Background: an optimization exercise with open tools, aiming at small area. Do not read the settings as production practice. In this exercise RTL edits were held to simulation tests only and were not proved equivalent to the original. Power and IR drop assume default switching activity.

<file path="flow/config.mk">
export PLATFORM = sky130hd
export DESIGN_NAME = AXI_connect
export DESIGN_NICKNAME = AXI_connect
export VERILOG_FILES = /design/flow/design.v
export SDC_FILE = /design/flow/constraint.sdc
export NUM_CORES = 4
export LEC_CHECK = 0
export CAP_MARGIN = 20
export CORE_AREA = 5 5 395 395
export CTS_BUF_LIST = sky130_fd_sc_hd__clkbuf_1 sky130_fd_sc_hd__clkbuf_2 sky130_fd_sc_hd__clkbuf_4
export DIE_AREA = 0 0 400 400
export GPL_TIMING_DRIVEN = 0
export PLACE_DENSITY = 0.7
export SLEW_MARGIN = 20
</file>
<file path="flow/constraint.sdc">
create_clock -name core_clock -period 6.0 [get_ports {clk}]
set_input_delay 1.2000 -clock core_clock [delete_from_list [all_inputs] [get_ports {clk}]]
set_output_delay 1.2000 -clock core_clock [all_outputs]
set_load 0.01 [all_outputs]
</file>
<file path="flow/design.v">
module addr_decode(
    input  [31:0] addr,
    output [5:0]  sel,
    output        err
    );
    wire z_a  = ~(addr[28] | addr[27] | addr[26] | addr[25]);
    wire z_b  = ~(addr[24] | addr[23] | addr[22] | addr[21]);
    wire base = z_a & z_b & ~addr[31] & addr[30];                  
    wire g40  = base & ~addr[29] & ~addr[19] & ~addr[18];
    wire hi401 = g40 & addr[20];                                   
    wire z_c  = ~(addr[20] | addr[19] | addr[18] | addr[17]);
    wire z_d  = ~(addr[16] | addr[15] | addr[14] | addr[13]);
    assign sel[0] = hi401 & ~addr[17] & ~addr[16];                 
    assign sel[1] = hi401 & ~addr[17] &  addr[16];                 
    assign sel[2] = hi401 &  addr[17] & ~addr[16];                 
    assign sel[3] = base & addr[29] & z_c & z_d;                   
    assign sel[4] = hi401 &  addr[17] &  addr[16];                 
    assign sel[5] = g40 & ~addr[20];                               
    assign err = ~(hi401 | sel[3] | sel[5]);
endmodule
module resp_mux #(parameter W = 1) (
    input  [5:0]   v,
    input  [W-1:0] d0, d1, d2, d3, d4, d5,
    input          err,
    output [W-1:0] y
    );
    wire [W-1:0] lo_n = ~(({W{v[0]}} & d0) | ({W{v[1]}} & d1) | ({W{v[2]}} & d2));
    wire [W-1:0] hi_n = ~(({W{v[3]}} & d3) | ({W{v[4]}} & d4) | ({W{v[5]}} & d5));
    assign y = ~(lo_n & hi_n & {W{~err}});
endmodule
`timescale 1ns / 100ps
module AXI_connect
    #( parameter
                ADDR = 32,
                VALID = 1,
                PROT = 3,
                DATA = 32,
                STRB = 4,
                READY = 1,
                RESP = 2
    )
    ( clk, rst,
    M00_AWADDR, M00_ARADDR, M00_AWVALID, M00_WVALID, M00_ARVALID, M00_AWPROT, M00_ARPROT, M00_WDATA, M00_WSTRB, M00_BREADY, M00_RREADY,
    S00_BVALID, S00_RVALID, S00_RDATA, S00_AWREADY, S00_WREADY, S00_ARREADY, S00_BRESP, S00_RRESP,
    S01_BVALID, S01_RVALID, S01_RDATA, S01_AWREADY, S01_WREADY, S01_ARREADY, S01_BRESP, S01_RRESP,
    S02_BVALID, S02_RVALID, S02_RDATA, S02_AWREADY, S02_WREADY, S02_ARREADY, S02_BRESP, S02_RRESP,
    S03_BVALID, S03_RVALID, S03_RDATA, S03_AWREADY, S03_WREADY, S03_ARREADY, S03_BRESP, S03_RRESP,
    S04_BVALID, S04_RVALID, S04_RDATA, S04_AWREADY, S04_WREADY, S04_ARREADY, S04_BRESP, S04_RRESP,
    S05_BVALID, S05_RVALID, S05_RDATA, S05_AWREADY, S05_WREADY, S05_ARREADY, S05_BRESP, S05_RRESP,
    S00_AWADDR, S00_ARADDR, S00_AWVALID, S00_WVALID, S00_ARVALID, S00_AWPROT, S00_ARPROT, S00_WDATA, S00_WSTRB, S00_BREADY, S00_RREADY,
    S01_AWADDR, S01_ARADDR, S01_AWVALID, S01_WVALID, S01_ARVALID, S01_AWPROT, S01_ARPROT, S01_WDATA, S01_WSTRB, S01_BREADY, S01_RREADY,
    S02_AWADDR, S02_ARADDR, S02_AWVALID, S02_WVALID, S02_ARVALID, S02_AWPROT, S02_ARPROT, S02_WDATA, S02_WSTRB, S02_BREADY, S02_RREADY,
    S03_AWADDR, S03_ARADDR, S03_AWVALID, S03_WVALID, S03_ARVALID, S03_AWPROT, S03_ARPROT, S03_WDATA, S03_WSTRB, S03_BREADY, S03_RREADY,
    S04_AWADDR, S04_ARADDR, S04_AWVALID, S04_WVALID, S04_ARVALID, S04_AWPROT, S04_ARPROT, S04_WDATA, S04_WSTRB, S04_BREADY, S04_RREADY,
    S05_AWADDR, S05_ARADDR, S05_AWVALID, S05_WVALID, S05_ARVALID, S05_AWPROT, S05_ARPROT, S05_WDATA, S05_WSTRB, S05_BREADY, S05_RREADY,
    M00_BVALID, M00_RVALID, M00_RDATA, M00_AWREADY, M00_WREADY, M00_ARREADY, M00_BRESP, M00_RRESP
    );
    input clk, rst;
    input [ADDR - 1: 0]   M00_AWADDR,                                  M00_ARADDR;
    input [VALID - 1: 0]  M00_AWVALID, M00_WVALID,                  M00_ARVALID;
    input [PROT - 1: 0]   M00_AWPROT,                                  M00_ARPROT;
    input [DATA - 1: 0]                   M00_WDATA;
    input [STRB - 1: 0]                   M00_WSTRB;
    input [READY - 1: 0]                                  M00_BREADY,                  M00_RREADY;
    input [VALID - 1: 0]                                  S00_BVALID,                  S00_RVALID;
    input [DATA - 1: 0]                                                                   S00_RDATA;
    input [READY - 1: 0]  S00_AWREADY, S00_WREADY,                  S00_ARREADY;
    input [RESP - 1: 0]                                   S00_BRESP,                   S00_RRESP;
    input [VALID - 1: 0]                               S01_BVALID,                  S01_RVALID;
    input [DATA - 1: 0]                                                                   S01_RDATA;
    input [READY - 1: 0]  S01_AWREADY, S01_WREADY,                  S01_ARREADY;
    input [RESP - 1: 0]                                   S01_BRESP,                   S01_RRESP;
    input [VALID - 1: 0]                                  S02_BVALID,                  S02_RVALID;
    input [DATA - 1: 0]                                                                   S02_RDATA;
    input [READY - 1: 0]  S02_AWREADY, S02_WREADY,                  S02_ARREADY;
    input [RESP - 1: 0]                                   S02_BRESP,                   S02_RRESP;
    input [VALID - 1: 0]                                  S03_BVALID,                  S03_RVALID;
    input [DATA - 1: 0]                                                                   S03_RDATA;
    input [READY - 1: 0]  S03_AWREADY, S03_WREADY,                  S03_ARREADY;
    input [RESP - 1: 0]                                   S03_BRESP,                   S03_RRESP;
    input [VALID - 1: 0]                                  S04_BVALID,                  S04_RVALID;
    input [DATA - 1: 0]                                                                   S04_RDATA;
    input [READY - 1: 0]  S04_AWREADY, S04_WREADY,                  S04_ARREADY;
    input [RESP - 1: 0]                                   S04_BRESP,                   S04_RRESP;
    input [VALID - 1: 0]                                  S05_BVALID,                  S05_RVALID;
    input [DATA - 1: 0]                                                                   S05_RDATA;
    input [READY - 1: 0]  S05_AWREADY, S05_WREADY,                  S05_ARREADY;
    input [RESP - 1: 0]                                   S05_BRESP,                   S05_RRESP;
    output [ADDR - 1: 0]   S00_AWADDR,                                 S00_ARADDR;
    output [VALID - 1: 0]  S00_AWVALID, S00_WVALID,                 S00_ARVALID;
    output [PROT - 1: 0]   S00_AWPROT,                                 S00_ARPROT;
    output [DATA - 1: 0]                   S00_WDATA;
    output [STRB - 1: 0]                   S00_WSTRB;
    output [READY - 1: 0]                                  S00_BREADY,   S00_RREADY;
    output [ADDR - 1: 0]   S01_AWADDR,                                 S01_ARADDR;
    output [VALID - 1: 0]  S01_AWVALID, S01_WVALID,                 S01_ARVALID;
    output [PROT - 1: 0]   S01_AWPROT,                                 S01_ARPROT;
    output [DATA - 1: 0]                   S01_WDATA;
    output [STRB - 1: 0]                   S01_WSTRB;
    output [READY - 1: 0]                                  S01_BREADY,                 S01_RREADY;
    output [ADDR - 1: 0]   S02_AWADDR,                                 S02_ARADDR;
    output [VALID - 1: 0]  S02_AWVALID, S02_WVALID,                 S02_ARVALID;
    output [PROT - 1: 0]   S02_AWPROT,                                 S02_ARPROT;
    output [DATA - 1: 0]                   S02_WDATA;
    output [STRB - 1: 0]                   S02_WSTRB;
    output [READY - 1: 0]                                  S02_BREADY,                 S02_RREADY;
    output [ADDR - 1: 0]   S03_AWADDR,                                 S03_ARADDR;
    output [VALID - 1: 0]  S03_AWVALID, S03_WVALID,                 S03_ARVALID;
    output [PROT - 1: 0]   S03_AWPROT,                                 S03_ARPROT;
    output [DATA - 1: 0]                   S03_WDATA;
    output [STRB - 1: 0]                   S03_WSTRB;
    output [READY - 1: 0]                                  S03_BREADY,                 S03_RREADY;
    output [ADDR - 1: 0]   S04_AWADDR,                                 S04_ARADDR;
    output [VALID - 1: 0]  S04_AWVALID, S04_WVALID,                 S04_ARVALID;
    output [PROT - 1: 0]   S04_AWPROT,                                 S04_ARPROT;
    output [DATA - 1: 0]                   S04_WDATA;
    output [STRB - 1: 0]                   S04_WSTRB;
    output [READY - 1: 0]                                  S04_BREADY,                 S04_RREADY;
    output [ADDR - 1: 0]   S05_AWADDR,                                 S05_ARADDR;
    output [VALID - 1: 0]  S05_AWVALID, S05_WVALID,                 S05_ARVALID;
    output [PROT - 1: 0]   S05_AWPROT,                                 S05_ARPROT;
    output [DATA - 1: 0]                   S05_WDATA;
    output [STRB - 1: 0]                   S05_WSTRB;
    output [READY - 1: 0]                                  S05_BREADY,                 S05_RREADY;
    output [VALID - 1: 0]                                  M00_BVALID,                  M00_RVALID;
    output [DATA - 1: 0]                                                                   M00_RDATA;
    output [READY - 1: 0]  M00_AWREADY, M00_WREADY,                  M00_ARREADY;
    output [RESP - 1: 0]                                   M00_BRESP,                   M00_RRESP;
    wire [5:0] w_dec, r_dec;
    wire       w_dec_err, r_dec_err;
    addr_decode w_decode(.addr(M00_AWADDR), .sel(w_dec), .err(w_dec_err));
    addr_decode r_decode(.addr(M00_ARADDR), .sel(r_dec), .err(r_dec_err));
    reg        w_blk;
    reg  [5:0] w_held;
    reg        w_err_q;
    wire [5:0] w_sel = M00_AWVALID ? (w_dec & {6{~w_blk}}) : w_held;
    wire       w_err = M00_AWVALID ? (w_dec_err & ~w_blk) : w_err_q;
    wire [5:0] s_awready = {S05_AWREADY, S04_AWREADY, S03_AWREADY, S02_AWREADY, S01_AWREADY, S00_AWREADY};
    wire [5:0] s_wready  = {S05_WREADY,  S04_WREADY,  S03_WREADY,  S02_WREADY,  S01_WREADY,  S00_WREADY};
    wire [5:0] s_bvalid  = {S05_BVALID,  S04_BVALID,  S03_BVALID,  S02_BVALID,  S01_BVALID,  S00_BVALID};
    assign M00_AWREADY = w_err | (|(w_sel & s_awready));
    assign M00_WREADY  = w_err | (|(w_sel & s_wready));
    assign M00_BVALID  = w_err | (|s_bvalid);
    resp_mux #(.W(2)) b_resp_mux(
        .v({S05_BVALID, S04_BVALID, S03_BVALID, S02_BVALID, S01_BVALID, S00_BVALID}),
        .d0(S00_BRESP), .d1(S01_BRESP), .d2(S02_BRESP), .d3(S03_BRESP), .d4(S04_BRESP), .d5(S05_BRESP),
        .err(w_err), .y(M00_BRESP));
    always @(posedge clk) begin
        w_blk   <= ~rst | (M00_BVALID & M00_BREADY);
        w_held  <= w_sel;
        w_err_q <= w_err & ~M00_BREADY & rst;
    end
    wire [5:0] s_awvalid = {6{M00_AWVALID}} & w_sel;
    wire [5:0] s_wvalid  = {6{M00_WVALID}} & w_sel;
    assign {S05_AWVALID, S04_AWVALID, S03_AWVALID, S02_AWVALID, S01_AWVALID, S00_AWVALID} = s_awvalid;
    assign {S05_WVALID,  S04_WVALID,  S03_WVALID,  S02_WVALID,  S01_WVALID,  S00_WVALID}  = s_wvalid;
    reg        r_blk;
    reg        r_err_q;
    wire [5:0] r_sel = r_dec & {6{M00_ARVALID & ~r_blk}};
    wire       r_err = M00_ARVALID ? (r_dec_err & ~r_blk) : r_err_q;
    wire [5:0] s_arready = {S05_ARREADY, S04_ARREADY, S03_ARREADY, S02_ARREADY, S01_ARREADY, S00_ARREADY};
    wire [5:0] s_rvalid  = {S05_RVALID,  S04_RVALID,  S03_RVALID,  S02_RVALID,  S01_RVALID,  S00_RVALID};
    assign M00_ARREADY = r_err | (|(r_sel & s_arready));
    assign M00_RVALID  = r_err | (|s_rvalid);
    resp_mux #(.W(34)) r_resp_mux(
        .v({S05_RVALID, S04_RVALID, S03_RVALID, S02_RVALID, S01_RVALID, S00_RVALID}),
        .d0({S00_RRESP, S00_RDATA}), .d1({S01_RRESP, S01_RDATA}), .d2({S02_RRESP, S02_RDATA}),
        .d3({S03_RRESP, S03_RDATA}), .d4({S04_RRESP, S04_RDATA}), .d5({S05_RRESP, S05_RDATA}),
        .err(r_err), .y({M00_RRESP, M00_RDATA}));
    always @(posedge clk) begin
        r_blk   <= ~rst | (M00_RVALID & M00_RREADY);
        r_err_q <= r_err & ~M00_RREADY & rst;
    end
    assign {S05_ARVALID, S04_ARVALID, S03_ARVALID, S02_ARVALID, S01_ARVALID, S00_ARVALID} = r_sel;
    assign S00_AWADDR = M00_AWADDR; assign S01_AWADDR = M00_AWADDR; assign S02_AWADDR = M00_AWADDR;
    assign S03_AWADDR = M00_AWADDR; assign S04_AWADDR = M00_AWADDR; assign S05_AWADDR = M00_AWADDR;
    assign S00_AWPROT = M00_AWPROT; assign S01_AWPROT = M00_AWPROT; assign S02_AWPROT = M00_AWPROT;
    assign S03_AWPROT = M00_AWPROT; assign S04_AWPROT = M00_AWPROT; assign S05_AWPROT = M00_AWPROT;
    assign S00_WDATA = M00_WDATA; assign S01_WDATA = M00_WDATA; assign S02_WDATA = M00_WDATA;
    assign S03_WDATA = M00_WDATA; assign S04_WDATA = M00_WDATA; assign S05_WDATA = M00_WDATA;
    assign S00_WSTRB = M00_WSTRB; assign S01_WSTRB = M00_WSTRB; assign S02_WSTRB = M00_WSTRB;
    assign S03_WSTRB = M00_WSTRB; assign S04_WSTRB = M00_WSTRB; assign S05_WSTRB = M00_WSTRB;
    assign S00_ARADDR = M00_ARADDR; assign S01_ARADDR = M00_ARADDR; assign S02_ARADDR = M00_ARADDR;
    assign S03_ARADDR = M00_ARADDR; assign S04_ARADDR = M00_ARADDR; assign S05_ARADDR = M00_ARADDR;
    assign S00_ARPROT = M00_ARPROT; assign S01_ARPROT = M00_ARPROT; assign S02_ARPROT = M00_ARPROT;
    assign S03_ARPROT = M00_ARPROT; assign S04_ARPROT = M00_ARPROT; assign S05_ARPROT = M00_ARPROT;
    assign S00_BREADY = M00_BREADY; assign S01_BREADY = M00_BREADY; assign S02_BREADY = M00_BREADY;
    assign S03_BREADY = M00_BREADY; assign S04_BREADY = M00_BREADY; assign S05_BREADY = M00_BREADY;
    assign S00_RREADY = M00_RREADY; assign S01_RREADY = M00_RREADY; assign S02_RREADY = M00_RREADY;
    assign S03_RREADY = M00_RREADY; assign S04_RREADY = M00_RREADY; assign S05_RREADY = M00_RREADY;
endmodule
</file>
<file path="flow/flow/run.sh">
#!/bin/bash
# Standard ORFS layout with two changes:
#  - synthesis maps the logic with an area-oriented ABC script (flow/abc_speed.script);
#    everything else in ORFS's scripts is used unchanged (copied to ./orfs_scripts);
#  - the port buffers are the smallest buffer cell;
#  - the pins of each bit of a routed signal are placed side by side (flow/pin_groups.txt).
set -eo pipefail
here=$(pwd)
rm -rf "$here/orfs_scripts"
cp -r "$FLOW_HOME/scripts" "$here/orfs_scripts"
cp "$here/flow/abc_speed.script" "$here/orfs_scripts/abc_speed.script"
export BUFFER_PORTS_ARGS="-buffer_cell sky130_fd_sc_hd__buf_1"
export PLACE_PINS_ARGS="$(cat "$here/flow/pin_groups.txt")"
export PRE_RESIZE_TCL="$here/flow/presize.tcl"
export REMOVE_ABC_BUFFERS=1
bash standard.sh SCRIPTS_DIR="$here/orfs_scripts" synth > synth.log 2>&1
bash standard.sh > standard.log 2>&1
</file>
<file path="flow/flow/abc_speed.script">
strash
dch
amap
</file>
<file path="flow/flow/pin_groups.txt">
-group_pins {M00_RDATA[0] S00_RDATA[0] S01_RDATA[0] S02_RDATA[0] S03_RDATA[0] S04_RDATA[0] S05_RDATA[0]} -group_pins {M00_RDATA[1] S00_RDATA[1] S01_RDATA[1] S02_RDATA[1] S03_RDATA[1] S04_RDATA[1] S05_RDATA[1]} -group_pins {M00_RDATA[2] S00_RDATA[2] S01_RDATA[2] S02_RDATA[2] S03_RDATA[2] S04_RDATA[2] S05_RDATA[2]} -group_pins {M00_RDATA[3] S00_RDATA[3] S01_RDATA[3] S02_RDATA[3] S03_RDATA[3] S04_RDATA[3] S05_RDATA[3]} -group_pins {M00_RDATA[4] S00_RDATA[4] S01_RDATA[4] S02_RDATA[4] S03_RDATA[4] S04_RDATA[4] S05_RDATA[4]} -group_pins {M00_RDATA[5] S00_RDATA[5] S01_RDATA[5] S02_RDATA[5] S03_RDATA[5] S04_RDATA[5] S05_RDATA[5]} -group_pins {M00_RDATA[6] S00_RDATA[6] S01_RDATA[6] S02_RDATA[6] S03_RDATA[6] S04_RDATA[6] S05_RDATA[6]} -group_pins {M00_RDATA[7] S00_RDATA[7] S01_RDATA[7] S02_RDATA[7] S03_RDATA[7] S04_RDATA[7] S05_RDATA[7]} -group_pins {M00_RDATA[8] S00_RDATA[8] S01_RDATA[8] S02_RDATA[8] S03_RDATA[8] S04_RDATA[8] S05_RDATA[8]} -group_pins {M00_RDATA[9] S00_RDATA[9] S01_RDATA[9] S02_RDATA[9] S03_RDATA[9] S04_RDATA[9] S05_RDATA[9]} -group_pins {M00_RDATA[10] S00_RDATA[10] S01_RDATA[10] S02_RDATA[10] S03_RDATA[10] S04_RDATA[10] S05_RDATA[10]} -group_pins {M00_RDATA[11] S00_RDATA[11] S01_RDATA[11] S02_RDATA[11] S03_RDATA[11] S04_RDATA[11] S05_RDATA[11]} -group_pins {M00_RDATA[12] S00_RDATA[12] S01_RDATA[12] S02_RDATA[12] S03_RDATA[12] S04_RDATA[12] S05_RDATA[12]} -group_pins {M00_RDATA[13] S00_RDATA[13] S01_RDATA[13] S02_RDATA[13] S03_RDATA[13] S04_RDATA[13] S05_RDATA[13]} -group_pins {M00_RDATA[14] S00_RDATA[14] S01_RDATA[14] S02_RDATA[14] S03_RDATA[14] S04_RDATA[14] S05_RDATA[14]} -group_pins {M00_RDATA[15] S00_RDATA[15] S01_RDATA[15] S02_RDATA[15] S03_RDATA[15] S04_RDATA[15] S05_RDATA[15]} -group_pins {M00_RDATA[16] S00_RDATA[16] S01_RDATA[16] S02_RDATA[16] S03_RDATA[16] S04_RDATA[16] S05_RDATA[16]} -group_pins {M00_RDATA[17] S00_RDATA[17] S01_RDATA[17] S02_RDATA[17] S03_RDATA[17] S04_RDATA[17] S05_RDATA[17]} -group_pins {M00_RDATA[18] S00_RDATA[18] S01_RDATA[18] S02_RDATA[18] S03_RDATA[18] S04_RDATA[18] S05_RDATA[18]} -group_pins {M00_RDATA[19] S00_RDATA[19] S01_RDATA[19] S02_RDATA[19] S03_RDATA[19] S04_RDATA[19] S05_RDATA[19]} -group_pins {M00_RDATA[20] S00_RDATA[20] S01_RDATA[20] S02_RDATA[20] S03_RDATA[20] S04_RDATA[20] S05_RDATA[20]} -group_pins {M00_RDATA[21] S00_RDATA[21] S01_RDATA[21] S02_RDATA[21] S03_RDATA[21] S04_RDATA[21] S05_RDATA[21]} -group_pins {M00_RDATA[22] S00_RDATA[22] S01_RDATA[22] S02_RDATA[22] S03_RDATA[22] S04_RDATA[22] S05_RDATA[22]} -group_pins {M00_RDATA[23] S00_RDATA[23] S01_RDATA[23] S02_RDATA[23] S03_RDATA[23] S04_RDATA[23] S05_RDATA[23]} -group_pins {M00_RDATA[24] S00_RDATA[24] S01_RDATA[24] S02_RDATA[24] S03_RDATA[24] S04_RDATA[24] S05_RDATA[24]} -group_pins {M00_RDATA[25] S00_RDATA[25] S01_RDATA[25] S02_RDATA[25] S03_RDATA[25] S04_RDATA[25] S05_RDATA[25]} -group_pins {M00_RDATA[26] S00_RDATA[26] S01_RDATA[26] S02_RDATA[26] S03_RDATA[26] S04_RDATA[26] S05_RDATA[26]} -group_pins {M00_RDATA[27] S00_RDATA[27] S01_RDATA[27] S02_RDATA[27] S03_RDATA[27] S04_RDATA[27] S05_RDATA[27]} -group_pins {M00_RDATA[28] S00_RDATA[28] S01_RDATA[28] S02_RDATA[28] S03_RDATA[28] S04_RDATA[28] S05_RDATA[28]} -group_pins {M00_RDATA[29] S00_RDATA[29] S01_RDATA[29] S02_RDATA[29] S03_RDATA[29] S04_RDATA[29] S05_RDATA[29]} -group_pins {M00_RDATA[30] S00_RDATA[30] S01_RDATA[30] S02_RDATA[30] S03_RDATA[30] S04_RDATA[30] S05_RDATA[30]} -group_pins {M00_RDATA[31] S00_RDATA[31] S01_RDATA[31] S02_RDATA[31] S03_RDATA[31] S04_RDATA[31] S05_RDATA[31]} -group_pins {M00_RRESP[0] S00_RRESP[0] S01_RRESP[0] S02_RRESP[0] S03_RRESP[0] S04_RRESP[0] S05_RRESP[0]} -group_pins {M00_RRESP[1] S00_RRESP[1] S01_RRESP[1] S02_RRESP[1] S03_RRESP[1] S04_RRESP[1] S05_RRESP[1]} -group_pins {M00_BRESP[0] S00_BRESP[0] S01_BRESP[0] S02_BRESP[0] S03_BRESP[0] S04_BRESP[0] S05_BRESP[0]} -group_pins {M00_BRESP[1] S00_BRESP[1] S01_BRESP[1] S02_BRESP[1] S03_BRESP[1] S04_BRESP[1] S05_BRESP[1]} -group_pins {M00_AWADDR[0] S00_AWADDR[0] S01_AWADDR[0] S02_AWADDR[0] S03_AWADDR[0] S04_AWADDR[0] S05_AWADDR[0]} -group_pins {M00_AWADDR[1] S00_AWADDR[1] S01_AWADDR[1] S02_AWADDR[1] S03_AWADDR[1] S04_AWADDR[1] S05_AWADDR[1]} -group_pins {M00_AWADDR[2] S00_AWADDR[2] S01_AWADDR[2] S02_AWADDR[2] S03_AWADDR[2] S04_AWADDR[2] S05_AWADDR[2]} -group_pins {M00_AWADDR[3] S00_AWADDR[3] S01_AWADDR[3] S02_AWADDR[3] S03_AWADDR[3] S04_AWADDR[3] S05_AWADDR[3]} -group_pins {M00_AWADDR[4] S00_AWADDR[4] S01_AWADDR[4] S02_AWADDR[4] S03_AWADDR[4] S04_AWADDR[4] S05_AWADDR[4]} -group_pins {M00_AWADDR[5] S00_AWADDR[5] S01_AWADDR[5] S02_AWADDR[5] S03_AWADDR[5] S04_AWADDR[5] S05_AWADDR[5]} -group_pins {M00_AWADDR[6] S00_AWADDR[6] S01_AWADDR[6] S02_AWADDR[6] S03_AWADDR[6] S04_AWADDR[6] S05_AWADDR[6]} -group_pins {M00_AWADDR[7] S00_AWADDR[7] S01_AWADDR[7] S02_AWADDR[7] S03_AWADDR[7] S04_AWADDR[7] S05_AWADDR[7]} -group_pins {M00_AWADDR[8] S00_AWADDR[8] S01_AWADDR[8] S02_AWADDR[8] S03_AWADDR[8] S04_AWADDR[8] S05_AWADDR[8]} -group_pins {M00_AWADDR[9] S00_AWADDR[9] S01_AWADDR[9] S02_AWADDR[9] S03_AWADDR[9] S04_AWADDR[9] S05_AWADDR[9]} -group_pins {M00_AWADDR[10] S00_AWADDR[10] S01_AWADDR[10] S02_AWADDR[10] S03_AWADDR[10] S04_AWADDR[10] S05_AWADDR[10]} -group_pins {M00_AWADDR[11] S00_AWADDR[11] S01_AWADDR[11] S02_AWADDR[11] S03_AWADDR[11] S04_AWADDR[11] S05_AWADDR[11]} -group_pins {M00_AWADDR[12] S00_AWADDR[12] S01_AWADDR[12] S02_AWADDR[12] S03_AWADDR[12] S04_AWADDR[12] S05_AWADDR[12]} -group_pins {M00_AWADDR[13] S00_AWADDR[13] S01_AWADDR[13] S02_AWADDR[13] S03_AWADDR[13] S04_AWADDR[13] S05_AWADDR[13]} -group_pins {M00_AWADDR[14] S00_AWADDR[14] S01_AWADDR[14] S02_AWADDR[14] S03_AWADDR[14] S04_AWADDR[14] S05_AWADDR[14]} -group_pins {M00_AWADDR[15] S00_AWADDR[15] S01_AWADDR[15] S02_AWADDR[15] S03_AWADDR[15] S04_AWADDR[15] S05_AWADDR[15]} -group_pins {M00_AWADDR[16] S00_AWADDR[16] S01_AWADDR[16] S02_AWADDR[16] S03_AWADDR[16] S04_AWADDR[16] S05_AWADDR[16]} -group_pins {M00_AWADDR[17] S00_AWADDR[17] S01_AWADDR[17] S02_AWADDR[17] S03_AWADDR[17] S04_AWADDR[17] S05_AWADDR[17]} -group_pins {M00_AWADDR[18] S00_AWADDR[18] S01_AWADDR[18] S02_AWADDR[18] S03_AWADDR[18] S04_AWADDR[18] S05_AWADDR[18]} -group_pins {M00_AWADDR[19] S00_AWADDR[19] S01_AWADDR[19] S02_AWADDR[19] S03_AWADDR[19] S04_AWADDR[19] S05_AWADDR[19]} -group_pins {M00_AWADDR[20] S00_AWADDR[20] S01_AWADDR[20] S02_AWADDR[20] S03_AWADDR[20] S04_AWADDR[20] S05_AWADDR[20]} -group_pins {M00_AWADDR[21] S00_AWADDR[21] S01_AWADDR[21] S02_AWADDR[21] S03_AWADDR[21] S04_AWADDR[21] S05_AWADDR[21]} -group_pins {M00_AWADDR[22] S00_AWADDR[22] S01_AWADDR[22] S02_AWADDR[22] S03_AWADDR[22] S04_AWADDR[22] S05_AWADDR[22]} -group_pins {M00_AWADDR[23] S00_AWADDR[23] S01_AWADDR[23] S02_AWADDR[23] S03_AWADDR[23] S04_AWADDR[23] S05_AWADDR[23]} -group_pins {M00_AWADDR[24] S00_AWADDR[24] S01_AWADDR[24] S02_AWADDR[24] S03_AWADDR[24] S04_AWADDR[24] S05_AWADDR[24]} -group_pins {M00_AWADDR[25] S00_AWADDR[25] S01_AWADDR[25] S02_AWADDR[25] S03_AWADDR[25] S04_AWADDR[25] S05_AWADDR[25]} -group_pins {M00_AWADDR[26] S00_AWADDR[26] S01_AWADDR[26] S02_AWADDR[26] S03_AWADDR[26] S04_AWADDR[26] S05_AWADDR[26]} -group_pins {M00_AWADDR[27] S00_AWADDR[27] S01_AWADDR[27] S02_AWADDR[27] S03_AWADDR[27] S04_AWADDR[27] S05_AWADDR[27]} -group_pins {M00_AWADDR[28] S00_AWADDR[28] S01_AWADDR[28] S02_AWADDR[28] S03_AWADDR[28] S04_AWADDR[28] S05_AWADDR[28]} -group_pins {M00_AWADDR[29] S00_AWADDR[29] S01_AWADDR[29] S02_AWADDR[29] S03_AWADDR[29] S04_AWADDR[29] S05_AWADDR[29]} -group_pins {M00_AWADDR[30] S00_AWADDR[30] S01_AWADDR[30] S02_AWADDR[30] S03_AWADDR[30] S04_AWADDR[30] S05_AWADDR[30]} -group_pins {M00_AWADDR[31] S00_AWADDR[31] S01_AWADDR[31] S02_AWADDR[31] S03_AWADDR[31] S04_AWADDR[31] S05_AWADDR[31]} -group_pins {M00_ARADDR[0] S00_ARADDR[0] S01_ARADDR[0] S02_ARADDR[0] S03_ARADDR[0] S04_ARADDR[0] S05_ARADDR[0]} -group_pins {M00_ARADDR[1] S00_ARADDR[1] S01_ARADDR[1] S02_ARADDR[1] S03_ARADDR[1] S04_ARADDR[1] S05_ARADDR[1]} -group_pins {M00_ARADDR[2] S00_ARADDR[2] S01_ARADDR[2] S02_ARADDR[2] S03_ARADDR[2] S04_ARADDR[2] S05_ARADDR[2]} -group_pins {M00_ARADDR[3] S00_ARADDR[3] S01_ARADDR[3] S02_ARADDR[3] S03_ARADDR[3] S04_ARADDR[3] S05_ARADDR[3]} -group_pins {M00_ARADDR[4] S00_ARADDR[4] S01_ARADDR[4] S02_ARADDR[4] S03_ARADDR[4] S04_ARADDR[4] S05_ARADDR[4]} -group_pins {M00_ARADDR[5] S00_ARADDR[5] S01_ARADDR[5] S02_ARADDR[5] S03_ARADDR[5] S04_ARADDR[5] S05_ARADDR[5]} -group_pins {M00_ARADDR[6] S00_ARADDR[6] S01_ARADDR[6] S02_ARADDR[6] S03_ARADDR[6] S04_ARADDR[6] S05_ARADDR[6]} -group_pins {M00_ARADDR[7] S00_ARADDR[7] S01_ARADDR[7] S02_ARADDR[7] S03_ARADDR[7] S04_ARADDR[7] S05_ARADDR[7]} -group_pins {M00_ARADDR[8] S00_ARADDR[8] S01_ARADDR[8] S02_ARADDR[8] S03_ARADDR[8] S04_ARADDR[8] S05_ARADDR[8]} -group_pins {M00_ARADDR[9] S00_ARADDR[9] S01_ARADDR[9] S02_ARADDR[9] S03_ARADDR[9] S04_ARADDR[9] S05_ARADDR[9]} -group_pins {M00_ARADDR[10] S00_ARADDR[10] S01_ARADDR[10] S02_ARADDR[10] S03_ARADDR[10] S04_ARADDR[10] S05_ARADDR[10]} -group_pins {M00_ARADDR[11] S00_ARADDR[11] S01_ARADDR[11] S02_ARADDR[11] S03_ARADDR[11] S04_ARADDR[11] S05_ARADDR[11]} -group_pins {M00_ARADDR[12] S00_ARADDR[12] S01_ARADDR[12] S02_ARADDR[12] S03_ARADDR[12] S04_ARADDR[12] S05_ARADDR[12]} -group_pins {M00_ARADDR[13] S00_ARADDR[13] S01_ARADDR[13] S02_ARADDR[13] S03_ARADDR[13] S04_ARADDR[13] S05_ARADDR[13]} -group_pins {M00_ARADDR[14] S00_ARADDR[14] S01_ARADDR[14] S02_ARADDR[14] S03_ARADDR[14] S04_ARADDR[14] S05_ARADDR[14]} -group_pins {M00_ARADDR[15] S00_ARADDR[15] S01_ARADDR[15] S02_ARADDR[15] S03_ARADDR[15] S04_ARADDR[15] S05_ARADDR[15]} -group_pins {M00_ARADDR[16] S00_ARADDR[16] S01_ARADDR[16] S02_ARADDR[16] S03_ARADDR[16] S04_ARADDR[16] S05_ARADDR[16]} -group_pins {M00_ARADDR[17] S00_ARADDR[17] S01_ARADDR[17] S02_ARADDR[17] S03_ARADDR[17] S04_ARADDR[17] S05_ARADDR[17]} -group_pins {M00_ARADDR[18] S00_ARADDR[18] S01_ARADDR[18] S02_ARADDR[18] S03_ARADDR[18] S04_ARADDR[18] S05_ARADDR[18]} -group_pins {M00_ARADDR[19] S00_ARADDR[19] S01_ARADDR[19] S02_ARADDR[19] S03_ARADDR[19] S04_ARADDR[19] S05_ARADDR[19]} -group_pins {M00_ARADDR[20] S00_ARADDR[20] S01_ARADDR[20] S02_ARADDR[20] S03_ARADDR[20] S04_ARADDR[20] S05_ARADDR[20]} -group_pins {M00_ARADDR[21] S00_ARADDR[21] S01_ARADDR[21] S02_ARADDR[21] S03_ARADDR[21] S04_ARADDR[21] S05_ARADDR[21]} -group_pins {M00_ARADDR[22] S00_ARADDR[22] S01_ARADDR[22] S02_ARADDR[22] S03_ARADDR[22] S04_ARADDR[22] S05_ARADDR[22]} -group_pins {M00_ARADDR[23] S00_ARADDR[23] S01_ARADDR[23] S02_ARADDR[23] S03_ARADDR[23] S04_ARADDR[23] S05_ARADDR[23]} -group_pins {M00_ARADDR[24] S00_ARADDR[24] S01_ARADDR[24] S02_ARADDR[24] S03_ARADDR[24] S04_ARADDR[24] S05_ARADDR[24]} -group_pins {M00_ARADDR[25] S00_ARADDR[25] S01_ARADDR[25] S02_ARADDR[25] S03_ARADDR[25] S04_ARADDR[25] S05_ARADDR[25]} -group_pins {M00_ARADDR[26] S00_ARADDR[26] S01_ARADDR[26] S02_ARADDR[26] S03_ARADDR[26] S04_ARADDR[26] S05_ARADDR[26]} -group_pins {M00_ARADDR[27] S00_ARADDR[27] S01_ARADDR[27] S02_ARADDR[27] S03_ARADDR[27] S04_ARADDR[27] S05_ARADDR[27]} -group_pins {M00_ARADDR[28] S00_ARADDR[28] S01_ARADDR[28] S02_ARADDR[28] S03_ARADDR[28] S04_ARADDR[28] S05_ARADDR[28]} -group_pins {M00_ARADDR[29] S00_ARADDR[29] S01_ARADDR[29] S02_ARADDR[29] S03_ARADDR[29] S04_ARADDR[29] S05_ARADDR[29]} -group_pins {M00_ARADDR[30] S00_ARADDR[30] S01_ARADDR[30] S02_ARADDR[30] S03_ARADDR[30] S04_ARADDR[30] S05_ARADDR[30]} -group_pins {M00_ARADDR[31] S00_ARADDR[31] S01_ARADDR[31] S02_ARADDR[31] S03_ARADDR[31] S04_ARADDR[31] S05_ARADDR[31]} -group_pins {M00_WDATA[0] S00_WDATA[0] S01_WDATA[0] S02_WDATA[0] S03_WDATA[0] S04_WDATA[0] S05_WDATA[0]} -group_pins {M00_WDATA[1] S00_WDATA[1] S01_WDATA[1] S02_WDATA[1] S03_WDATA[1] S04_WDATA[1] S05_WDATA[1]} -group_pins {M00_WDATA[2] S00_WDATA[2] S01_WDATA[2] S02_WDATA[2] S03_WDATA[2] S04_WDATA[2] S05_WDATA[2]} -group_pins {M00_WDATA[3] S00_WDATA[3] S01_WDATA[3] S02_WDATA[3] S03_WDATA[3] S04_WDATA[3] S05_WDATA[3]} -group_pins {M00_WDATA[4] S00_WDATA[4] S01_WDATA[4] S02_WDATA[4] S03_WDATA[4] S04_WDATA[4] S05_WDATA[4]} -group_pins {M00_WDATA[5] S00_WDATA[5] S01_WDATA[5] S02_WDATA[5] S03_WDATA[5] S04_WDATA[5] S05_WDATA[5]} -group_pins {M00_WDATA[6] S00_WDATA[6] S01_WDATA[6] S02_WDATA[6] S03_WDATA[6] S04_WDATA[6] S05_WDATA[6]} -group_pins {M00_WDATA[7] S00_WDATA[7] S01_WDATA[7] S02_WDATA[7] S03_WDATA[7] S04_WDATA[7] S05_WDATA[7]} -group_pins {M00_WDATA[8] S00_WDATA[8] S01_WDATA[8] S02_WDATA[8] S03_WDATA[8] S04_WDATA[8] S05_WDATA[8]} -group_pins {M00_WDATA[9] S00_WDATA[9] S01_WDATA[9] S02_WDATA[9] S03_WDATA[9] S04_WDATA[9] S05_WDATA[9]} -group_pins {M00_WDATA[10] S00_WDATA[10] S01_WDATA[10] S02_WDATA[10] S03_WDATA[10] S04_WDATA[10] S05_WDATA[10]} -group_pins {M00_WDATA[11] S00_WDATA[11] S01_WDATA[11] S02_WDATA[11] S03_WDATA[11] S04_WDATA[11] S05_WDATA[11]} -group_pins {M00_WDATA[12] S00_WDATA[12] S01_WDATA[12] S02_WDATA[12] S03_WDATA[12] S04_WDATA[12] S05_WDATA[12]} -group_pins {M00_WDATA[13] S00_WDATA[13] S01_WDATA[13] S02_WDATA[13] S03_WDATA[13] S04_WDATA[13] S05_WDATA[13]} -group_pins {M00_WDATA[14] S00_WDATA[14] S01_WDATA[14] S02_WDATA[14] S03_WDATA[14] S04_WDATA[14] S05_WDATA[14]} -group_pins {M00_WDATA[15] S00_WDATA[15] S01_WDATA[15] S02_WDATA[15] S03_WDATA[15] S04_WDATA[15] S05_WDATA[15]} -group_pins {M00_WDATA[16] S00_WDATA[16] S01_WDATA[16] S02_WDATA[16] S03_WDATA[16] S04_WDATA[16] S05_WDATA[16]} -group_pins {M00_WDATA[17] S00_WDATA[17] S01_WDATA[17] S02_WDATA[17] S03_WDATA[17] S04_WDATA[17] S05_WDATA[17]} -group_pins {M00_WDATA[18] S00_WDATA[18] S01_WDATA[18] S02_WDATA[18] S03_WDATA[18] S04_WDATA[18] S05_WDATA[18]} -group_pins {M00_WDATA[19] S00_WDATA[19] S01_WDATA[19] S02_WDATA[19] S03_WDATA[19] S04_WDATA[19] S05_WDATA[19]} -group_pins {M00_WDATA[20] S00_WDATA[20] S01_WDATA[20] S02_WDATA[20] S03_WDATA[20] S04_WDATA[20] S05_WDATA[20]} -group_pins {M00_WDATA[21] S00_WDATA[21] S01_WDATA[21] S02_WDATA[21] S03_WDATA[21] S04_WDATA[21] S05_WDATA[21]} -group_pins {M00_WDATA[22] S00_WDATA[22] S01_WDATA[22] S02_WDATA[22] S03_WDATA[22] S04_WDATA[22] S05_WDATA[22]} -group_pins {M00_WDATA[23] S00_WDATA[23] S01_WDATA[23] S02_WDATA[23] S03_WDATA[23] S04_WDATA[23] S05_WDATA[23]} -group_pins {M00_WDATA[24] S00_WDATA[24] S01_WDATA[24] S02_WDATA[24] S03_WDATA[24] S04_WDATA[24] S05_WDATA[24]} -group_pins {M00_WDATA[25] S00_WDATA[25] S01_WDATA[25] S02_WDATA[25] S03_WDATA[25] S04_WDATA[25] S05_WDATA[25]} -group_pins {M00_WDATA[26] S00_WDATA[26] S01_WDATA[26] S02_WDATA[26] S03_WDATA[26] S04_WDATA[26] S05_WDATA[26]} -group_pins {M00_WDATA[27] S00_WDATA[27] S01_WDATA[27] S02_WDATA[27] S03_WDATA[27] S04_WDATA[27] S05_WDATA[27]} -group_pins {M00_WDATA[28] S00_WDATA[28] S01_WDATA[28] S02_WDATA[28] S03_WDATA[28] S04_WDATA[28] S05_WDATA[28]} -group_pins {M00_WDATA[29] S00_WDATA[29] S01_WDATA[29] S02_WDATA[29] S03_WDATA[29] S04_WDATA[29] S05_WDATA[29]} -group_pins {M00_WDATA[30] S00_WDATA[30] S01_WDATA[30] S02_WDATA[30] S03_WDATA[30] S04_WDATA[30] S05_WDATA[30]} -group_pins {M00_WDATA[31] S00_WDATA[31] S01_WDATA[31] S02_WDATA[31] S03_WDATA[31] S04_WDATA[31] S05_WDATA[31]} -group_pins {M00_WSTRB[0] S00_WSTRB[0] S01_WSTRB[0] S02_WSTRB[0] S03_WSTRB[0] S04_WSTRB[0] S05_WSTRB[0]} -group_pins {M00_WSTRB[1] S00_WSTRB[1] S01_WSTRB[1] S02_WSTRB[1] S03_WSTRB[1] S04_WSTRB[1] S05_WSTRB[1]} -group_pins {M00_WSTRB[2] S00_WSTRB[2] S01_WSTRB[2] S02_WSTRB[2] S03_WSTRB[2] S04_WSTRB[2] S05_WSTRB[2]} -group_pins {M00_WSTRB[3] S00_WSTRB[3] S01_WSTRB[3] S02_WSTRB[3] S03_WSTRB[3] S04_WSTRB[3] S05_WSTRB[3]} -group_pins {M00_AWPROT[0] S00_AWPROT[0] S01_AWPROT[0] S02_AWPROT[0] S03_AWPROT[0] S04_AWPROT[0] S05_AWPROT[0]} -group_pins {M00_AWPROT[1] S00_AWPROT[1] S01_AWPROT[1] S02_AWPROT[1] S03_AWPROT[1] S04_AWPROT[1] S05_AWPROT[1]} -group_pins {M00_AWPROT[2] S00_AWPROT[2] S01_AWPROT[2] S02_AWPROT[2] S03_AWPROT[2] S04_AWPROT[2] S05_AWPROT[2]} -group_pins {M00_ARPROT[0] S00_ARPROT[0] S01_ARPROT[0] S02_ARPROT[0] S03_ARPROT[0] S04_ARPROT[0] S05_ARPROT[0]} -group_pins {M00_ARPROT[1] S00_ARPROT[1] S01_ARPROT[1] S02_ARPROT[1] S03_ARPROT[1] S04_ARPROT[1] S05_ARPROT[1]} -group_pins {M00_ARPROT[2] S00_ARPROT[2] S01_ARPROT[2] S02_ARPROT[2] S03_ARPROT[2] S04_ARPROT[2] S05_ARPROT[2]} -group_pins {M00_AWVALID[0] S00_AWVALID[0] S01_AWVALID[0] S02_AWVALID[0] S03_AWVALID[0] S04_AWVALID[0] S05_AWVALID[0]} -group_pins {M00_AWREADY[0] S00_AWREADY[0] S01_AWREADY[0] S02_AWREADY[0] S03_AWREADY[0] S04_AWREADY[0] S05_AWREADY[0]} -group_pins {M00_WVALID[0] S00_WVALID[0] S01_WVALID[0] S02_WVALID[0] S03_WVALID[0] S04_WVALID[0] S05_WVALID[0]} -group_pins {M00_WREADY[0] S00_WREADY[0] S01_WREADY[0] S02_WREADY[0] S03_WREADY[0] S04_WREADY[0] S05_WREADY[0]} -group_pins {M00_BVALID[0] S00_BVALID[0] S01_BVALID[0] S02_BVALID[0] S03_BVALID[0] S04_BVALID[0] S05_BVALID[0]} -group_pins {M00_BREADY[0] S00_BREADY[0] S01_BREADY[0] S02_BREADY[0] S03_BREADY[0] S04_BREADY[0] S05_BREADY[0]} -group_pins {M00_ARVALID[0] S00_ARVALID[0] S01_ARVALID[0] S02_ARVALID[0] S03_ARVALID[0] S04_ARVALID[0] S05_ARVALID[0]} -group_pins {M00_ARREADY[0] S00_ARREADY[0] S01_ARREADY[0] S02_ARREADY[0] S03_ARREADY[0] S04_ARREADY[0] S05_ARREADY[0]} -group_pins {M00_RVALID[0] S00_RVALID[0] S01_RVALID[0] S02_RVALID[0] S03_RVALID[0] S04_RVALID[0] S05_RVALID[0]} -group_pins {M00_RREADY[0] S00_RREADY[0] S01_RREADY[0] S02_RREADY[0] S03_RREADY[0] S04_RREADY[0] S05_RREADY[0]}
</file>
<file path="flow/flow/presize.tcl">
# Before repair_design: drivers of high-fanout nets get a stronger cell of the same
# function, so the repair does not need to split those nets with large buffers.
foreach net [get_nets *] {
  set loads [get_pins -quiet -of_objects $net -filter "direction==input"]
  if { [llength $loads] < 16 } { continue }
  set drvr [get_pins -quiet -of_objects $net -filter "direction==output"]
  if { [llength $drvr] != 1 } { continue }
  set inst [get_cells -of_objects $drvr]
  set ref [get_property $inst ref_name]
  if { ![regexp {^(sky130_fd_sc_hd__\w+)_[12]$} $ref -> base] } { continue }
  set strong [get_lib_cells -quiet */${base}_4]
  if { [llength $strong] == 0 } { continue }
  puts "presize: [get_full_name $inst] $ref -> ${base}_4 (fanout [llength $loads])"
  replace_cell $inst [get_name [lindex $strong 0]]
}
</file>
<file path="flow/standard.sh">
#!/bin/bash
# synth_recipe.tcl (not shown) runs the flow's synth.tcl, then flattens the netlist and writes it again
# the make line also repeats each setting of config.mk as NAME=value (left out here)
make -C /OpenROAD-flow-scripts/flow DESIGN_CONFIG=/design/flow/config.mk WORK_HOME=/design/flow/orfs CLKGATE_MAP_FILE= SYNTH_SCRIPT=/design/flow/synth_recipe.tcl "${@:-finish}"
</file>
==> results of run 1 <==
[metal layers]
metal	global-route usage, %	vias to the layer above	wire length, µm
li1	-	2243	-
met1	2.81	1964	7720
met2	4.62	479	11400
met3	1.02	6	4560
met4	0.895	2	255
met5	0	-	13
[cells by family (layout without fill, tap and decap cells)]
family	Yosys count	count (layout)	share of synthesized area, %
other	0	8	0
and+or+nand+nor	104	104	8.08
buffers and inverters	661	609	76.1
AOI/OAI and AO/OA	87	87	12.7
DFF	10	10	3.10
[through the flow]
step | power [mW] | cell area, µm² | hold WS, ns
global route | 0.500 | 6480 | 0.534
CTS | 0.466 | 6470 | 0.506
floorplan | 0.134 | 1590 | 0.447
finish | 0.457 | 6490 | 0.513
global placement | 0.408 | 6340 | 0.491
detailed placement | 0.417 | 6440 | 0.486
[worst max-delay path, delay by kind of cell]
kind                   cells  cell delay (ns)
buffers and inverters      4             0.62
AO/OA/AOI/OAI              3             0.25
AND/OR/NAND/NOR            7             2.40
[registers in the layout (all words and copies together), names as in the netlist]
name,cells
w_err_q,1
w_blk,1
r_blk,1
r_err_q,1
w_held,6
[power by group]
| part | leakage, nW | total (mW) | switching [mW] | internal (mW) |
|---|---|---|---|---|
| Clock | 0.0154 | 0.0481 | 0.0241 | 0.0240 |
| Combinational | 1.10 | 0.341 | 0.220 | 0.122 |
| Sequential | 0.0812 | 0.0678 | 0.000426 | 0.0673 |
[timing repair]
action,CTS,global route
hold endpoints to repair,0,0
gates resized for setup,0,1
hold buffers,0,0
endpoints found under the setup margin,0,2
[area by class of cell]
cell class	count	area share [%]
clock buffers	3	0.347
diodes	8	0.308
inverters	13	0.752
flip-flops and latches	10	3.08
clock inverters	1	0.0578
well taps	2030	39.1
multi-input cells	191	21.0
repair buffers	592	35.3
[layout by cell type, fill, tap and decap left out, types with 2 or more instances in the layout]
cell type / netlist / layout
or3_1: 2 / 2
nand4b_1: 3 / 3
buf_1: 0 / 583
nand4_1: 2 / 2
a22oi_1: 2 / 2
clkbuf_4: 0 / 3
nor2_1: 23 / 23
nand3_1: 42 / 42
diode_2: 0 / 8
buf_4: 648 / 6
a222oi_1: 74 / 74
nor4_1: 3 / 2
a221oi_1: 2 / 2
nand2_1: 8 / 8
or2_0: 3 / 3
nor3_1: 10 / 10
clkinv_1: 13 / 14
nand2b_1: 3 / 3
dfxtp_1: 10 / 10
a21oi_1: 8 / 6
or4_1: 4 / 4
[final timing paths]
path                        to  depth (start not counted)  slack, ns
max             M00_AWREADY[0]                         14       0.31
min          w_held[1]$_DFF_P_                          2       0.51
max reg2reg      r_blk$_DFF_P_                          7       4.40
min reg2reg  w_held[1]$_DFF_P_                          2       0.51
==> flow_metrics.py, run 1 <==
metrics = {
    "outcome": {
        "status": "no timing/DRC/antenna violations",
    },
    "global_routing": {
        "grt_pass1_wl_mm": 28.1,
        "grt-ovfl-total": 0,
        "antenna_found_initial": 15,
        "grt_max_degree": 36,
        "track_usage_pct": 2.60,
        "grt_pass1_vias": 3823,
    },
    "timing": {
        "rsz0062_at_grt": "no",
        "fmax_mhz": 176,
        "finalSetupTns_ns": 0,
        "worst_slack_ns": 0.306,
        "slew_headroom_pct": 37.9,
        "finClkSkew_ns": 0.00283,
        "worstMarginPinSlew_ns": 0.931,
        "maxSlewViolCount": 0,
        "hold_viol": 0,
        "final-setup-viol-count": 0,
        "period_minus_slack_ns": 5.69,
        "finalCritPeriodShare_pct": 94.9,
    },
    "logic_synthesis": {
        "synth.avg_cell_area_um2": 7.49,
        "synth-edff-count": 0,
        "ys_ff_latch": 10,
        "netlist_area_um2": 6460,
        "yosysSeqAreaShare_pct": 3.10,
        "synth_top_area_share_pct": 75.3,
        "ys.flop_type": "dfxtp_1",
        "async_flop_share_pct": 0,
        "synth_warnings": 1,
        "synth.largest_area_cell": "buf_4",
        "synth_common_cells": "buf_4 (648), a222oi_1 (74), nand3_1 (42)",
        "synth_cell_types": 20,
        "synthMostInstantiatedCell": "buf_4",
        "synth_area_leaders": "buf_4 (75%), a222oi_1 (11%), nand3_1 (3.3%)",
        "syn_inst": 862,
    },
    "critical_path": {
        "worstSetupEndpointType": "output pin",
        "path_class": "in2out",
        "cp.required_ns": 4.80,
        "crit_start": "M00_AWADDR[24]",
        "critPathMaxStageDelay_ns": 0.58,
        "rr_startpoint": "r_blk$_DFF_P_",
        "path_cells": "buf_1 > or4_1 > nor3_1 > nand4b_1 > nor4_2 > clkinv_1 > or3_1 > nor2_1 > a21oi_1 > clkinv_1 > a22o_1 > a221oi_1 > nand3_1 > buf_1",
        "crit_slowest_cell": "or4_1",
        "path_max_fanout": 7,
        "critPathArrivalTime_ns": 4.49,
        "cp-start-kind": "input pin",
    },
    "finish": {
        "fillers": 18000,
        "multi_input_area_um2": 1370,
        "nNetsFinal": 1170,
        "drive_above_1_share_pct": 1.85,
        "fin_util_pct": 4.28,
        "final-instance-count-excl-fill": 2848,
        "syn_to_final_growth_pct": 0.543,
        "register_area_um2": 200,
    },
    "placement": {
        "dp_hpwl_mm": 20.6,
        "dp.cells": 2836,
        "io_buffers": 589,
        "pre_cts_ws_ns": 0.0343,
        "place_congestion": 0.680,
    },
    "clocking": {
        "clk_pin_slew_ns": 0.07,
        "h-tree-depth": 1,
        "cts-root-buf": "clkbuf_4",
        "clock_latency_ns": 0.26,
        "post_cts_buffers": 0,
        "cts_buffers": 3,
        "cts_sinks": 10,
        "clk_path_buf_depth": 2,
        "cts_tree": "built",
    },
    "routing": {
        "drt-pass1-iter-count": 8,
        "ant_nets": 0,
        "routed_wl_mm": 24.0,
        "wl_per_cell_um": 8.41,
        "num_vias": 4694,
        "via_per_inst": 1.65,
        "drc": 0,
        "dr.first_iter.drc_count": 497,
    },
    "power_and_ir_drop": {
        "p_leak_nw": 1.20,
        "p_per_area_nw_per_um2": 70.4,
        "ir_drop_uv": 49.3,
    },
    "min_path": {
        "worstHoldPathType": "reg2reg",
        "min_from": "w_held[1]$_DFF_P_",
    },
    "die": {
        "die_x_um": 400,
        "core_um2": 152000,
        "die_area_um2": 160000,
        "die_y_um": 400,
        "num_rows": 143,
        "design.portCount": 1066,
        "initial_core_util_pct": 4.26,
    },
    "job": {
        "maxCapViolCount": 0,
    },
}
==> run 2: changes to the inputs <==
--- a/flow/flow/run.sh
+++ b/flow/flow/run.sh
@@ -4,6 +4,7 @@
 #    everything else in ORFS's scripts is used unchanged (copied to ./orfs_scripts);
 #  - the port buffers are the smallest buffer cell;
 #  - the pins of each bit of a routed signal are placed side by side (flow/pin_groups.txt).
+#  - the read data pins are kept on one edge (flow/pin_region.tcl).
 set -eo pipefail
 here=$(pwd)
 rm -rf "$here/orfs_scripts"
@@ -11,7 +12,6 @@
 cp "$here/flow/abc_speed.script" "$here/orfs_scripts/abc_speed.script"
 export BUFFER_PORTS_ARGS="-buffer_cell sky130_fd_sc_hd__buf_1"
 export PLACE_PINS_ARGS="$(cat "$here/flow/pin_groups.txt")"
-export PRE_RESIZE_TCL="$here/flow/presize.tcl"
-export REMOVE_ABC_BUFFERS=1
+export PRE_IO_PLACEMENT_TCL="$here/flow/pin_region.tcl"
 bash standard.sh SCRIPTS_DIR="$here/orfs_scripts" synth > synth.log 2>&1
 bash standard.sh > standard.log 2>&1
==> flow/flow/pin_region.tcl (new file) <==
set_io_pin_constraint -region bottom:* -pin_names [list {M00_RDATA[0]} {S00_RDATA[0]} {S01_RDATA[0]} {S02_RDATA[0]} {S03_RDATA[0]} {S04_RDATA[0]} {S05_RDATA[0]} {M00_RDATA[1]} {S00_RDATA[1]} {S01_RDATA[1]} {S02_RDATA[1]} {S03_RDATA[1]} {S04_RDATA[1]} {S05_RDATA[1]} {M00_RDATA[2]} {S00_RDATA[2]} {S01_RDATA[2]} {S02_RDATA[2]} {S03_RDATA[2]} {S04_RDATA[2]} {S05_RDATA[2]} {M00_RDATA[3]} {S00_RDATA[3]} {S01_RDATA[3]} {S02_RDATA[3]} {S03_RDATA[3]} {S04_RDATA[3]} {S05_RDATA[3]} {M00_RDATA[4]} {S00_RDATA[4]} {S01_RDATA[4]} {S02_RDATA[4]} {S03_RDATA[4]} {S04_RDATA[4]} {S05_RDATA[4]} {M00_RDATA[5]} {S00_RDATA[5]} {S01_RDATA[5]} {S02_RDATA[5]} {S03_RDATA[5]} {S04_RDATA[5]} {S05_RDATA[5]} {M00_RDATA[6]} {S00_RDATA[6]} {S01_RDATA[6]} {S02_RDATA[6]} {S03_RDATA[6]} {S04_RDATA[6]} {S05_RDATA[6]} {M00_RDATA[7]} {S00_RDATA[7]} {S01_RDATA[7]} {S02_RDATA[7]} {S03_RDATA[7]} {S04_RDATA[7]} {S05_RDATA[7]} {M00_RDATA[8]} {S00_RDATA[8]} {S01_RDATA[8]} {S02_RDATA[8]} {S03_RDATA[8]} {S04_RDATA[8]} {S05_RDATA[8]} {M00_RDATA[9]} {S00_RDATA[9]} {S01_RDATA[9]} {S02_RDATA[9]} {S03_RDATA[9]} {S04_RDATA[9]} {S05_RDATA[9]} {M00_RDATA[10]} {S00_RDATA[10]} {S01_RDATA[10]} {S02_RDATA[10]} {S03_RDATA[10]} {S04_RDATA[10]} {S05_RDATA[10]} {M00_RDATA[11]} {S00_RDATA[11]} {S01_RDATA[11]} {S02_RDATA[11]} {S03_RDATA[11]} {S04_RDATA[11]} {S05_RDATA[11]} {M00_RDATA[12]} {S00_RDATA[12]} {S01_RDATA[12]} {S02_RDATA[12]} {S03_RDATA[12]} {S04_RDATA[12]} {S05_RDATA[12]} {M00_RDATA[13]} {S00_RDATA[13]} {S01_RDATA[13]} {S02_RDATA[13]} {S03_RDATA[13]} {S04_RDATA[13]} {S05_RDATA[13]} {M00_RDATA[14]} {S00_RDATA[14]} {S01_RDATA[14]} {S02_RDATA[14]} {S03_RDATA[14]} {S04_RDATA[14]} {S05_RDATA[14]} {M00_RDATA[15]} {S00_RDATA[15]} {S01_RDATA[15]} {S02_RDATA[15]} {S03_RDATA[15]} {S04_RDATA[15]} {S05_RDATA[15]} {M00_RDATA[16]} {S00_RDATA[16]} {S01_RDATA[16]} {S02_RDATA[16]} {S03_RDATA[16]} {S04_RDATA[16]} {S05_RDATA[16]} {M00_RDATA[17]} {S00_RDATA[17]} {S01_RDATA[17]} {S02_RDATA[17]} {S03_RDATA[17]} {S04_RDATA[17]} {S05_RDATA[17]} {M00_RDATA[18]} {S00_RDATA[18]} {S01_RDATA[18]} {S02_RDATA[18]} {S03_RDATA[18]} {S04_RDATA[18]} {S05_RDATA[18]} {M00_RDATA[19]} {S00_RDATA[19]} {S01_RDATA[19]} {S02_RDATA[19]} {S03_RDATA[19]} {S04_RDATA[19]} {S05_RDATA[19]} {M00_RDATA[20]} {S00_RDATA[20]} {S01_RDATA[20]} {S02_RDATA[20]} {S03_RDATA[20]} {S04_RDATA[20]} {S05_RDATA[20]} {M00_RDATA[21]} {S00_RDATA[21]} {S01_RDATA[21]} {S02_RDATA[21]} {S03_RDATA[21]} {S04_RDATA[21]} {S05_RDATA[21]} {M00_RDATA[22]} {S00_RDATA[22]} {S01_RDATA[22]} {S02_RDATA[22]} {S03_RDATA[22]} {S04_RDATA[22]} {S05_RDATA[22]} {M00_RDATA[23]} {S00_RDATA[23]} {S01_RDATA[23]} {S02_RDATA[23]} {S03_RDATA[23]} {S04_RDATA[23]} {S05_RDATA[23]} {M00_RDATA[24]} {S00_RDATA[24]} {S01_RDATA[24]} {S02_RDATA[24]} {S03_RDATA[24]} {S04_RDATA[24]} {S05_RDATA[24]} {M00_RDATA[25]} {S00_RDATA[25]} {S01_RDATA[25]} {S02_RDATA[25]} {S03_RDATA[25]} {S04_RDATA[25]} {S05_RDATA[25]} {M00_RDATA[26]} {S00_RDATA[26]} {S01_RDATA[26]} {S02_RDATA[26]} {S03_RDATA[26]} {S04_RDATA[26]} {S05_RDATA[26]} {M00_RDATA[27]} {S00_RDATA[27]} {S01_RDATA[27]} {S02_RDATA[27]} {S03_RDATA[27]} {S04_RDATA[27]} {S05_RDATA[27]} {M00_RDATA[28]} {S00_RDATA[28]} {S01_RDATA[28]} {S02_RDATA[28]} {S03_RDATA[28]} {S04_RDATA[28]} {S05_RDATA[28]} {M00_RDATA[29]} {S00_RDATA[29]} {S01_RDATA[29]} {S02_RDATA[29]} {S03_RDATA[29]} {S04_RDATA[29]} {S05_RDATA[29]} {M00_RDATA[30]} {S00_RDATA[30]} {S01_RDATA[30]} {S02_RDATA[30]} {S03_RDATA[30]} {S04_RDATA[30]} {S05_RDATA[30]} {M00_RDATA[31]} {S00_RDATA[31]} {S01_RDATA[31]} {S02_RDATA[31]} {S03_RDATA[31]} {S04_RDATA[31]} {S05_RDATA[31]} {M00_RRESP[0]} {S00_RRESP[0]} {S01_RRESP[0]} {S02_RRESP[0]} {S03_RRESP[0]} {S04_RRESP[0]} {S05_RRESP[0]} {M00_RRESP[1]} {S00_RRESP[1]} {S01_RRESP[1]} {S02_RRESP[1]} {S03_RRESP[1]} {S04_RRESP[1]} {S05_RRESP[1]} {M00_RVALID[0]} {S00_RVALID[0]} {S01_RVALID[0]} {S02_RVALID[0]} {S03_RVALID[0]} {S04_RVALID[0]} {S05_RVALID[0]}]
--- a/flow/config.mk
+++ b/flow/config.mk
@@ -9,6 +9,5 @@
 export CORE_AREA = 5 5 395 395
 export CTS_BUF_LIST = sky130_fd_sc_hd__clkbuf_1 sky130_fd_sc_hd__clkbuf_2 sky130_fd_sc_hd__clkbuf_4
 export DIE_AREA = 0 0 400 400
-export GPL_TIMING_DRIVEN = 0
 export PLACE_DENSITY = 0.7
 export SLEW_MARGIN = 20
removed: flow/flow/presize.tcl
==> run 2 against run 1 <==
  * Largest cell class unchanged
  * Sequential share of layout area about the same
  * Critical path type unchanged
  * Still clean
  * Count of clock-buffer cells in the layout unchanged
  * Synthesized cell count unchanged
==> flow_metrics.py, run 2 <==
metrics = {
    "logic_synthesis": {
        "async_flop_share_pct": 0,
        "yosysSeqAreaShare_pct": 3.10,
        "ys_ff_latch": 10,
        "netlist_area_um2": 6460,
        "synth_warnings": 1,
        "synth_area_leaders": "buf_4 (75%), a222oi_1 (11%), nand3_1 (3.3%)",
        "synth_top_area_share_pct": 75.3,
        "synth_cell_types": 20,
        "synthMostInstantiatedCell": "buf_4",
        "syn_inst": 862,
        "synth.largest_area_cell": "buf_4",
        "synth-edff-count": 0,
        "synth.avg_cell_area_um2": 7.49,
        "synth_common_cells": "buf_4 (648), a222oi_1 (74), nand3_1 (42)",
        "ys.flop_type": "dfxtp_1",
    },
    "timing": {
        "period_minus_slack_ns": 5.27,
        "worstMarginPinSlew_ns": 0.641,
        "finalCritPeriodShare_pct": 87.9,
        "maxSlewViolCount": 0,
        "fmax_mhz": 190,
        "rsz0062_at_grt": "no",
        "final-setup-viol-count": 0,
        "hold_viol": 0,
        "slew_headroom_pct": 57.3,
        "finalSetupTns_ns": 0,
        "worst_slack_ns": 0.728,
        "finClkSkew_ns": 0.0149,
    },
    "routing": {
        "dr.first_iter.drc_count": 514,
        "wl_per_cell_um": 9.08,
        "drc": 0,
        "drt-pass1-iter-count": 9,
        "ant_nets": 0,
        "routed_wl_mm": 25.9,
        "via_per_inst": 1.69,
        "num_vias": 4817,
    },
    "die": {
        "num_rows": 143,
        "die_y_um": 400,
        "die_area_um2": 160000,
        "design.portCount": 1066,
        "initial_core_util_pct": 4.26,
        "die_x_um": 400,
        "core_um2": 152000,
    },
    "critical_path": {
        "worstSetupEndpointType": "output pin",
        "crit_top_cell": "clkinv_1",
        "cp-start-kind": "input pin",
        "cp.required_ns": 4.80,
        "crit_slowest_cell": "or4_1",
        "r2r_cells": 7,
        "path_class": "in2out",
        "critPathArrivalTime_ns": 4.07,
        "path_max_fanout": 7,
        "critPathMaxStageDelay_ns": 0.51,
        "path_cells": "buf_1 > or4_1 > nor3_1 > nand4b_1 > nor4_1 > clkinv_1 > or3_1 > nor2_1 > a21oi_1 > clkinv_1 > a222oi_1 > nand2_1 > buf_4",
    },
    "global_routing": {
        "grt_max_degree": 36,
        "grt-ovfl-total": 0,
        "track_usage_pct": 2.81,
        "grt_pass1_vias": 4105,
        "grt_pass1_wl_mm": 30.7,
        "antenna_found_initial": 14,
    },
    "clocking": {
        "post_cts_buffers": 0,
        "hold_buffers": 0,
        "cts_resized": 0,
        "cts_buffers": 3,
        "clk_path_buf_depth": 2,
        "cts_sinks": 10,
        "clock_latency_ns": 0.34,
        "h-tree-depth": 1,
        "clk_pin_slew_ns": 0.09,
        "cts_tree": "built",
        "cts-root-buf": "clkbuf_4",
    },
    "min_path": {
        "worstHoldPathType": "reg2reg",
        "holdPathStages": 2,
    },
    "finish": {
        "fin_util_pct": 4.30,
        "largest_reg_flops": 6,
        "final-instance-count-excl-fill": 2854,
        "register_area_um2": 200,
        "multi_input_area_um2": 1360,
        "fillers": 18100,
        "layout_common_cells": "buf_1 (587), a222oi_1 (74), nand3_1 (42)",
        "syn_to_final_growth_pct": 0.988,
        "final_common_cell": "buf_1",
        "nNetsFinal": 1183,
        "top_register": "w_held",
        "drive_above_1_share_pct": 2.67,
        "fin_area_um2": 6520,
    },
    "power_and_ir_drop": {
        "ir_drop_uv": 37.7,
        "p_sw_share_pct": 53.7,
        "cell_internal_pwr_mw": 0.215,
        "combPwrFrac_pct": 70.8,
        "power_frac_seq_pct": 14.7,
        "p_switching_mw": 0.250,
        "p_per_area_nw_per_um2": 71.3,
        "clkPwrFrac_pct": 14.5,
        "p_leak_nw": 1.23,
    },
    "placement": {
        "io_buffers": 589,
        "dp_hpwl_mm": 23.9,
        "place_area_um2": 6490,
        "pre_cts_ws_ns": 0.444,
        "dp.cells": 2849,
        "place_congestion": 0.739,
    },
    "outcome": {
        "status": "no timing/DRC/antenna violations",
    },
    "job": {
        "maxCapViolCount": 0,
    },
}
run 2: cell counts after synthesis:
No cell type changed its count.
run 2: per-layer routing:
layer,up-vias,track usage (%),share of wire (%)
met5,-,0,0.25
li1,2250,-,-
met2,325,5.71,56
met3,29,1.20,14
met1,2203,2.42,28
met4,10,0.869,1.3
run 2: cell families after synthesis:
group,synth area share [%]
AOI/OAI and AO/OA,12.7
buffers and inverters,76.1
DFF,3.10
and+or+nand+nor,8.08
run 2: critical path, delay by kind of cell:
kind                   cells  cell delay, ns
and+or+nand+nor            7            2.05
buffers and inverters      4            0.61
AOI/OAI and AO/OA          2            0.17
run 2: final cells by class:
| class | count | share of cell area [%] |
|---|---|---|
| clock inverter | 1 | 0.0576 |
| multi-input combinational | 191 | 20.8 |
| tap | 2030 | 38.9 |
| antenna | 1 | 0.0384 |
| clock buffer | 3 | 0.345 |
| sequential | 10 | 3.07 |
| inverter | 13 | 0.748 |
| timing repair buffer | 605 | 36.0 |
run 2: stage by stage:
stage	total power [mW]	hold WS (ns)
6_report	0.465	0.536
5_1_grt	0.515	0.563
4_1_cts	0.490	0.540
3_5_place_dp	0.410	0.515
3_3_place_gp	0.407	0.511
2_1_floorplan	0.579	0.447
run 2: final timing paths:
kind                      from           endpoint  slack, ns
max             M00_AWADDR[24]      M00_WREADY[0]       0.73
min          w_held[4]$_DFF_P_  w_held[4]$_DFF_P_       0.54
max reg2reg      r_blk$_DFF_P_      r_blk$_DFF_P_       4.16
min reg2reg  w_held[4]$_DFF_P_  w_held[4]$_DFF_P_       0.54
run 2: power groups by stage:
| stage | combinational, mW | clock [mW] | sequential, mW |
|---|---|---|---|
| 6_report | 0.329 | 0.0675 | 0.0683 |
| 5_1_grt | 0.370 | 0.0769 | 0.0686 |
| 4_1_cts | 0.341 | 0.0809 | 0.0687 |
| 3_5_place_dp | 0.340 | 0 | 0.0703 |
| 3_3_place_gp | 0.336 | 0 | 0.0703 |
| 2_1_floorplan | 0.510 | 0 | 0.0691 |

==> separate check: timing with driven ports <==
In the flow no input, the clock included, has a driving cell. The finished layouts below were timed again as built, in two steps. Step 1 sets driving cells, clkbuf_16 on the clock port and buf_2 on the other inputs (assumed; they add their load-dependent delay and slew). Step 2, shift: input delay + t, output delay - t, t = (earliest + latest rising clock arrival at the registers) / 2. This alone moves slack from input paths to output paths. Three values: ideal, step 1, step 2; two values: the first two.
run | shift t [ns] | slack for setup (ns) | latest minus earliest clock arrival (ns) | slew at the worst register clock pin (ns) | cell pins on the clock port's net
run 1 | 0.329 | 0.306 / 0.283 / 0.283 | 0.003 / 0.003 | 0.07 / 0.07 | 1
run 2 | 0.373 | 0.728 / 0.705 / 0.705 | 0.015 / 0.016 | 0.11 / 0.11 | 1
After both steps setup and hold are still met in every run listed.
